From an optimization exercise on the open Yosys and OpenROAD flow, aimed at small area; shortcuts taken in it are not production practice.
RTL that was checked went through simulation tests only; none was proved equivalent to the original.
Power and IR drop assume default switching activity.

==> trial 38 <==
// manta_style
module manta_style (
    input clk,
    input rst,
    output [15:0] imem_addr,
    output        imem_re,
    input  [15:0] imem_rdata,
    output [15:0] dmem_addr,
    output        dmem_re,
    output        dmem_we,
    output [15:0] dmem_wdata,
    input  [15:0] dmem_rdata
);
Settings: LEC_CHECK=0, ABC_AREA=1, CAP_MARGIN=20, CORE_MARGIN=2, CORE_UTILIZATION=60, CTS_BUF_LIST=sky130_fd_sc_hd__clkbuf_8, CTS_CLUSTER_DIAMETER=60, CTS_CLUSTER_SIZE=16, PLACE_DENSITY=0.75, SLEW_MARGIN=20; clock period 8.0 ns.
standard.sh (not shown) runs the stock make flow with config.mk's settings and CLKGATE_MAP_FILE= SYNTH_SCRIPT=/design/flow/synth_recipe.tcl, a recipe that flattens the netlist after the stock synthesis.
==> flow/flow/run.sh <==
#!/bin/bash
# Layout flow: the standard flow (standard.sh) unchanged except that the
# ports are buffered with buf_1 cells instead of the flow's default buffer.
# ORFS's own logs stay in orfs/logs; make's output goes to standard.log.
set -euo pipefail
bash standard.sh "BUFFER_PORTS_ARGS=-buffer_cell sky130_fd_sc_hd__buf_1" finish > standard.log 2>&1
==> inputs of build 59, as changes to trial 38 <==
Settings changed: CORE_UTILIZATION 60 to 40, CTS_BUF_LIST sky130_fd_sc_hd__clkbuf_8 to not set, CTS_CLUSTER_DIAMETER 60 to 100, CTS_CLUSTER_SIZE 16 to 24, PLACE_DENSITY 0.75 to 0.6.
==> inputs of trial 73, as changes to trial 38 <==
Settings changed: CTS_BUF_LIST sky130_fd_sc_hd__clkbuf_8 to not set, CTS_CLUSTER_DIAMETER 60 to 100, CTS_CLUSTER_SIZE 16 to 24.
==> run summary <==
DR top layer: trial 38 met5; trial 73 met5; build 59 met4
Final nets: trial 38 3281; trial 73 3261; build 59 3294
Clock slew at the register clock pins of the worst setup and hold paths: trial 38 0.11 ns; trial 73 0.11 ns; build 59 0.09 ns
Final critical delay including setup and external delays: trial 38 7.71 ns; trial 73 7.73 ns; build 59 7.61 ns
Via count of the first global-routing pass: trial 38 21500; trial 73 21500; build 59 20500
Non-filler cells, final: trial 38 3682; trial 73 3652; build 59 3927
Number of tapcells: trial 38 511; trial 73 511; build 59 756
TritonCTS Buffers: trial 38 30; trial 73 19; build 59 21
Smallest setup slack after layout: trial 38 0.285 ns; trial 73 0.270 ns; build 59 0.391 ns
Die height: trial 38 198 um; trial 73 198 um; build 59 242 um
Wire length on met2: trial 38 38.1 mm; trial 73 37.9 mm; build 59 41.8 mm
Area of placed instances: trial 38 0.0238 sq mm; trial 73 0.0238 sq mm; build 59 0.0243 sq mm
Met3 global-route usage: trial 38 10.3%; trial 73 10.4%; build 59 4.68%
Critical Path Source: trial 38 ex_instr[10]; trial 73 ex_instr[9]; build 59 ex_instr[9]
Internal power contribution: trial 38 4850 uW; trial 73 4800 uW; build 59 4920 uW
Type of destination of the critical path: trial 38 primary output; trial 73 primary output; build 59 flip-flop
Ant diodes: trial 38 0; trial 73 1; build 59 0
Comb pwr: trial 38 7210 uW; trial 73 7170 uW; build 59 7310 uW
Status: trial 38 complete, no violations; trial 73 complete, no violations; build 59 complete, no violations
Multi-input logic area: trial 38 0.0120 sq mm; trial 73 0.0120 sq mm; build 59 0.0121 sq mm
Place WS: trial 38 0.639 ns; trial 73 0.639 ns; build 59 0.268 ns
Seq pwr share: trial 38 23.3%; trial 73 23.5%; build 59 22.8%
Reg-to-reg endpoint: trial 38 mem_res[0]; trial 73 mem_res[2]; build 59 mem_res[2]
Worst reg-to-reg path cell count: trial 38 40; trial 73 38; build 59 36


==> exp/delta <==
manta_style, a different RTL version from the one above (not shown whole).
==> module manta_style, before the edit <==
module manta_style (
    input clk,
    input rst,
    output [15:0] imem_addr,
    output        imem_re,
    input  [15:0] imem_rdata,
    output [15:0] dmem_addr,
    output        dmem_re,
    output        dmem_we,
    output [15:0] dmem_wdata,
    input  [15:0] dmem_rdata
);
    reg [15:0] id_instr;
    reg [15:0] id_pc;
    reg [15:0] ex_instr;
    reg [1:0]  mul_cnt;      
    reg [15:0] mem_res;      
    reg [15:0] mem_wd;       
    reg [3:0]  mem_dest;     
    reg        mem_ld;
    reg        mem_st;
    reg [15:0] gpr [1:15];
    wire [3:0] id_op = id_instr[15:12];
    wire [3:0] id_a  = id_instr[11:8];
    wire [3:0] id_b  = id_instr[7:4];
    wire [3:0] id_c  = id_instr[3:0];
    wire [3:0] ex_op = ex_instr[15:12];
    wire [3:0] ex_a  = ex_instr[11:8];
    wire [3:0] ex_b  = ex_instr[7:4];
    wire [3:0] ex_c  = ex_instr[3:0];
    wire ex_mul   = (ex_op == 4'h5);
    wire mul_busy = ex_mul & ~mul_cnt[1];           
    wire ex_cd    = (ex_op[3:1] == 3'b110);         
    wire [3:0] ex_dest = ex_cd ? 4'd0 : ex_c;
    wire ex_ld    = (ex_op == 4'hb);
    wire ex_stw   = (ex_op == 4'hc);
    wire [3:0] hz_rs1 = (id_op != 4'he) ? id_a : 4'd0;
    wire [3:0] hz_rs2 = (id_op < 4'h6) ? id_b : ((id_op[3:1] == 3'b110) ? id_c : 4'd0);
    wire hz1 = (hz_rs1 != 4'd0) &&
               ((hz_rs1 == ex_dest && ex_ld) || (hz_rs1 == mem_dest && mem_ld && hz_rs1 != ex_dest));
    wire hz2 = (hz_rs2 != 4'd0) &&
               ((hz_rs2 == ex_dest && ex_ld) || (hz_rs2 == mem_dest && mem_ld && hz_rs2 != ex_dest));
    wire id_ex_stall = mul_busy | hz1 | hz2;
    wire id_branch   = (id_op == 4'hd) | (id_op == 4'he) | (id_op == 4'hf);
    wire if_id_stall = id_ex_stall | id_branch;
    wire [3:0] rs1 = ex_a;
    wire [3:0] rs2 = ex_op[3] ? ex_c : ex_b;
    wire [15:0] rf1 = (rs1 == 4'd0) ? 16'd0 : gpr[rs1];
    wire [15:0] rf2 = (rs2 == 4'd0) ? 16'd0 : gpr[rs2];
    wire [15:0] A = (mem_dest != 4'd0 && rs1 == mem_dest) ? mem_res : rf1;
    wire [15:0] B = (mem_dest != 4'd0 && rs2 == mem_dest) ? mem_res : rf2;
    wire [15:0] imm = {12'd0, ex_b};
    wire        is_sub = (ex_op == 4'h1);
    wire        pc_rel = (ex_op == 4'hd) | (ex_op == 4'he);
    reg  [15:0] add_b;
    always @(*) begin
        case (ex_op)
            4'h0:    add_b = B;
            4'h1:    add_b = ~B;
            4'hd:    add_b = {{12{ex_b[3]}}, ex_b};
            4'he:    add_b = {{8{ex_a[3]}}, ex_a, ex_b};
            4'hf:    add_b = {{12{ex_b[3]}}, ex_b};
            default: add_b = imm;
        endcase
    end
    wire [15:0] add_a = pc_rel ? id_pc : A;
    wire [15:0] sum = add_a + add_b + {15'd0, is_sub};
    wire [15:0] pc_inc = id_pc + 16'd1;
    wire [15:0] L = (ex_op < 4'h6) ? B : imm;
    wire [16:0] prod_lo = A * B;
    wire [15:0] b_ge;
    genvar gi;
    generate
        for (gi = 0; gi < 16; gi = gi + 1) begin : g_bge
            assign b_ge[gi] = |B[15:gi];
        end
    endgenerate
    wire [15:1] ovf_terms;
    generate
        for (gi = 1; gi < 16; gi = gi + 1) begin : g_ovf
            assign ovf_terms[gi] = A[gi] & b_ge[16 - gi];
        end
    endgenerate
    wire ovf = (|ovf_terms) | prod_lo[16];
    wire [15:0] mul_res = ovf ? 16'hffff : prod_lo[15:0];
    reg [15:0] res;
    always @(*) begin
        case (ex_op)
            4'h0, 4'h1, 4'h6, 4'hb, 4'hc: res = sum;
            4'h2, 4'h7: res = A & L;
            4'h3, 4'h8: res = A | L;
            4'h4:       res = A ^ B;
            4'h5:       res = mul_res;
            4'h9:       res = A << ex_b;
            4'ha:       res = A >> ex_b;
            default:    res = pc_inc;         
        endcase
    end
    wire br_taken = ((ex_op == 4'hd) && (A != B)) | (ex_op == 4'he) | (ex_op == 4'hf);
    assign imem_re   = ~if_id_stall;
    assign imem_addr = br_taken ? sum : pc_inc;
    assign dmem_addr  = mem_res;
    assign dmem_re    = mem_ld;
    assign dmem_we    = mem_st;
    assign dmem_wdata = mem_wd;
    wire [15:0] wr_data = mem_ld ? dmem_rdata : mem_res;
    always @(posedge clk) begin
        if (rst) begin
            id_instr <= 16'd0;
            id_pc    <= 16'hffff;
        end else begin
            if (!if_id_stall) begin
                id_instr <= imem_rdata;
                id_pc    <= imem_addr;
            end else if (!id_ex_stall) begin
                id_instr <= 16'd0;
            end
        end
    end
    always @(posedge clk) begin
        if (rst) begin
            ex_instr <= 16'd0;
            mul_cnt  <= 2'd0;
        end else if (mul_busy) begin
            mul_cnt  <= mul_cnt + 2'd1;
        end else begin
            ex_instr <= id_ex_stall ? 16'd0 : id_instr;
            mul_cnt  <= 2'd0;
        end
    end
    always @(posedge clk) begin
        mem_res <= res;
        mem_wd  <= B;
        if (rst || mul_busy) begin
            mem_dest <= 4'd0;
            mem_ld   <= 1'b0;
            mem_st   <= 1'b0;
        end else begin
            mem_dest <= ex_dest;
            mem_ld   <= ex_ld;
            mem_st   <= ex_stw;
        end
    end
    integer i;
    always @(posedge clk) begin
        for (i = 1; i < 16; i = i + 1) begin
            if (rst)
                gpr[i] <= 16'd0;
            else if (mem_dest == i[3:0])
                gpr[i] <= wr_data;
        end
    end
endmodule
clock: 8.0 ns
lec_check: 0
abc_area: 1
cap_margin: 20
core_margin: 2
core_utilization: 55
cts_buf_list: sky130_fd_sc_hd__clkbuf_4 sky130_fd_sc_hd__clkbuf_8
place_density: 0.7
slew_margin: 20
run.sh (not shown) runs the stock make flow with config.mk's settings and CLKGATE_MAP_FILE= SYNTH_SCRIPT=/design/flow/synth_recipe.tcl, a recipe that flattens the netlist after the stock synthesis.
Stock flow here: none of the scripts above is used.
==> exp/tundra: changes against exp/delta <==
- ABC_AREA: 1 -> default
- CORE_UTILIZATION: 55 -> 40
- CTS_BUF_LIST: sky130_fd_sc_hd__clkbuf_4 sky130_fd_sc_hd__clkbuf_8 -> default
- PLACE_DENSITY: 0.7 -> 0.6
==> exp/juniper: changes against exp/delta <==
--- a/flow/design.v
+++ b/flow/design.v
@@ -143,2 +143,3 @@
     end
+    wire [15:0] wr_d = wr_data & {16{~rst}};
     integer i;
@@ -146,6 +147,4 @@
         for (i = 1; i < 16; i = i + 1) begin
-            if (rst)
-                gpr[i] <= 16'd0;
-            else if (mem_dest == i[3:0])
-                gpr[i] <= wr_data;
+            if (rst || mem_dest == i[3:0])
+                gpr[i] <= wr_d;
         end
- CORE_UTILIZATION: 55 -> 40
- CTS_BUF_LIST: sky130_fd_sc_hd__clkbuf_4 sky130_fd_sc_hd__clkbuf_8 -> default
- PLACE_DENSITY: 0.7 -> 0.6
==> metrics.md <==
| Metric | Value |
|---|---|
| Proportion of synthesized area in mux cells | 0.00279 |
| Setup slack of the most critical reg-to-reg path | 0.35 ns |
| Distinct cells, synth | 59 |
| P per Cell Area | ~410 nW/um^2 |
| Most used cells in the layout excluding fill and tap cells | sky130_fd_sc_hd__nand2_1 (768), sky130_fd_sc_hd__inv_1 (488), sky130_fd_sc_hd__o21ai_0 (389) |
| Clock buffer count from CTS | 55 |
| Post-CTS Repair Setup Buffers | 0 |
| Run status | complete, no violations |
The numbers above come from exp/delta.

==> metrics.md <==
| Metric | Value |
|---|---|
| Run status | complete, no violations |
| Fraction of final layout cells sized beyond drive strength 1 | 0.206 |
| Clock buffer count from CTS | 41 |
| Cell depth of the worst flop-to-flop path | 29 |
| Unrepaired setup endpoints after global routing | true |
| Proportion of synthesized area in mux cells | 0.0760 |
| Most used cells in the layout excluding fill and tap cells | sky130_fd_sc_hd__buf_4 (415), sky130_fd_sc_hd__nor2_1 (413), sky130_fd_sc_hd__dfxtp_1 (320) |
| P per Cell Area | around 240 nW/um^2 |
The numbers above come from exp/tundra.

==> metrics.md <==
| Metric | Value |
|---|---|
| Most used cells in the layout excluding fill and tap cells | sky130_fd_sc_hd__nand2_1 (792), sky130_fd_sc_hd__inv_1 (398), sky130_fd_sc_hd__nor2_1 (334) |
| PostCTS Resize Cnt | 10 |
| Total placed instance area | 25,800 sq um |
| Distinct cells, synth | 61 |
| Run status | complete, no violations |
| Proportion of synthesized area in mux cells | 0.000850 |
| Clock buffer count from CTS | 39 |
| Setup slack of the most critical reg-to-reg path | about 0.33 ns |
| Post-CTS Repair Setup Buffers | 1 |
The numbers above come from exp/juniper.

For exp/juniper, only the layout was checked, not whether the RTL still works.


==> inputs of v11 <==
manta_style, a different RTL version from the one above (not shown whole).
Settings: LEC_CHECK=0, ABC_AREA=1, CAP_MARGIN=20, CORE_MARGIN=2, CORE_UTILIZATION=40, CTS_CLUSTER_DIAMETER=100, CTS_CLUSTER_SIZE=30, PLACE_DENSITY=0.6, SLEW_MARGIN=20; clock period 8.0 ns.
==> v17 (differences from v11) <==
--- a/flow/config.mk
+++ b/flow/config.mk
@@ -6,10 +6,9 @@
 export NUM_CORES = 4
 export LEC_CHECK = 0
 export ABC_AREA = 1
-export CAP_MARGIN = 20
+export CAP_MARGIN = 10
 export CORE_MARGIN = 2
 export CORE_UTILIZATION = 40
-export CTS_CLUSTER_DIAMETER = 100
-export CTS_CLUSTER_SIZE = 30
+export GPL_TIMING_DRIVEN = 0
 export PLACE_DENSITY = 0.6
-export SLEW_MARGIN = 20
+export SLEW_MARGIN = 10
==> v38 (differences from v11) <==
==> flow/flow/run.sh (new file) <==
#!/bin/bash
# Layout flow: the standard flow (standard.sh) unchanged except that the
# ports are buffered with buf_1 cells instead of the flow's default buffer.
# ORFS's own logs stay in orfs/logs; make's output goes to standard.log.
set -euo pipefail
bash standard.sh "BUFFER_PORTS_ARGS=-buffer_cell sky130_fd_sc_hd__buf_1" finish > standard.log 2>&1
==> flow/standard.sh (new file) <==
#!/bin/bash
# synth_recipe.tcl (not shown) runs the flow's synth.tcl, then flattens the netlist and writes it again
# the make line also repeats each setting of config.mk as NAME=value (left out here)
make -C /OpenROAD-flow-scripts/flow DESIGN_CONFIG=/design/flow/config.mk WORK_HOME=/design/flow/orfs CLKGATE_MAP_FILE= SYNTH_SCRIPT=/design/flow/synth_recipe.tcl "${@:-finish}"
--- a/flow/config.mk
+++ b/flow/config.mk
@@ -9,7 +9,5 @@
 export CAP_MARGIN = 20
 export CORE_MARGIN = 2
 export CORE_UTILIZATION = 40
-export CTS_CLUSTER_DIAMETER = 100
-export CTS_CLUSTER_SIZE = 30
 export PLACE_DENSITY = 0.6
 export SLEW_MARGIN = 20
removed: flow/run.sh
==> comparison table <==
item                                                                                v11                          v17                     v38
Share of the core filled with cells                                               0.459                        0.477                   0.455
Violation count after the first detailed-routing iteration                         2974                         3081                    3018
Net switching share of the total power                                            0.571                        0.552                   0.556
R2R cell count                                                                       30                           34                      33
Unrepaired setup endpoints after global routing                                      no                            -                      no
Wire length after detailed routing                                               101 mm                      99.6 mm                 93.0 mm
Non-clock buffer area fraction after layout                                      0.0718                       0.0740                  0.0452
Critical setup path kind                                    flip-flop to primary output  flip-flop to primary output  flip-flop to flip-flop
Multi-input logic portion of the cell area                                        0.479                        0.473                   0.484
Routed WL per cell                                                              25.3 um                      24.6 um                 23.2 um
Layout Cells excl Fill                                                             3988                         4051                    4001
Largest stage delay on the critical path                                        0.58 ns                      0.54 ns                 0.54 ns
Run status                                                     timing/DRC/antenna clean     timing/DRC/antenna clean  timing/DRC/antenna clean
Clock buffers and inverters, area share                                          0.0288                       0.0480                  0.0470
Met3 track utilization from global routing                                       0.0688                       0.0595                  0.0720
Total power per unit cell area                                              486 mW/mm^2                  488 mW/mm^2             486 mW/mm^2
Estimated wirelength of the detail-placed design                                77.3 mm                      77.1 mm                 68.3 mm
Skew final                                                                    0.0385 ns                    0.0543 ns               0.0246 ns
Vias in the first global route                                                    21500                        21500                   20900
Total of plain and repair buffers excluding clock buffers                           221                          245                     200

-- port drivers added, routing unchanged --
No port has a modelled driver above. Below, the same layouts with a new extraction and two added sets of constraints.
Step 1, drivers: a clkbuf_16 drives clk and a buf_2 each remaining input, both assumed.
Step 2, shift: input delay + t, output delay - t, t = (earliest + latest rising clock arrival at the registers) / 2. This alone moves slack from input paths to output paths.
a / b / c = ideal / step 1 / step 2; a / b = the first two.
run | t (ns) | setup WS [ns] | worst hold slack (ns) | worst data-port slew with drivers (ns) | cell pins on the clock port's net
trial 38 | 0.750 | 0.285 / 0.231 / 0.419 | 0.462 / 0.462 / 0.462 | 0.04 | 1
build 59 | 0.633 | 0.391 / 0.363 / 0.391 | 0.469 / 0.469 / 0.469 | 0.04 | 1
trial 73 | 0.617 | 0.270 / 0.213 / 0.386 | 0.465 / 0.465 / 0.465 | 0.04 | 1
exp/delta | 0.724 | 0.246 / 0.190 / 0.351 | 0.413 / 0.413 / 0.413 | 0.05 | 1
exp/tundra | 0.653 | 0.152 / 0.114 / 0.152 | 0.410 / 0.410 / 0.410 | 0.04 | 1
exp/juniper | 0.627 | 0.232 / 0.175 / 0.334 | 0.417 / 0.417 / 0.417 | 0.06 | 1
v11 | 0.633 | 0.325 / 0.269 / 0.510 | 0.426 / 0.426 / 0.426 | 0.05 | 1
v17 | 0.643 | 0.263 / 0.204 / 0.363 | 0.416 / 0.416 / 0.416 | 0.05 | 1
v38 | 0.647 | 0.347 / 0.343 / 0.347 | 0.418 / 0.418 / 0.418 | 0.05 | 1
After both steps setup and hold are still met in every run listed.
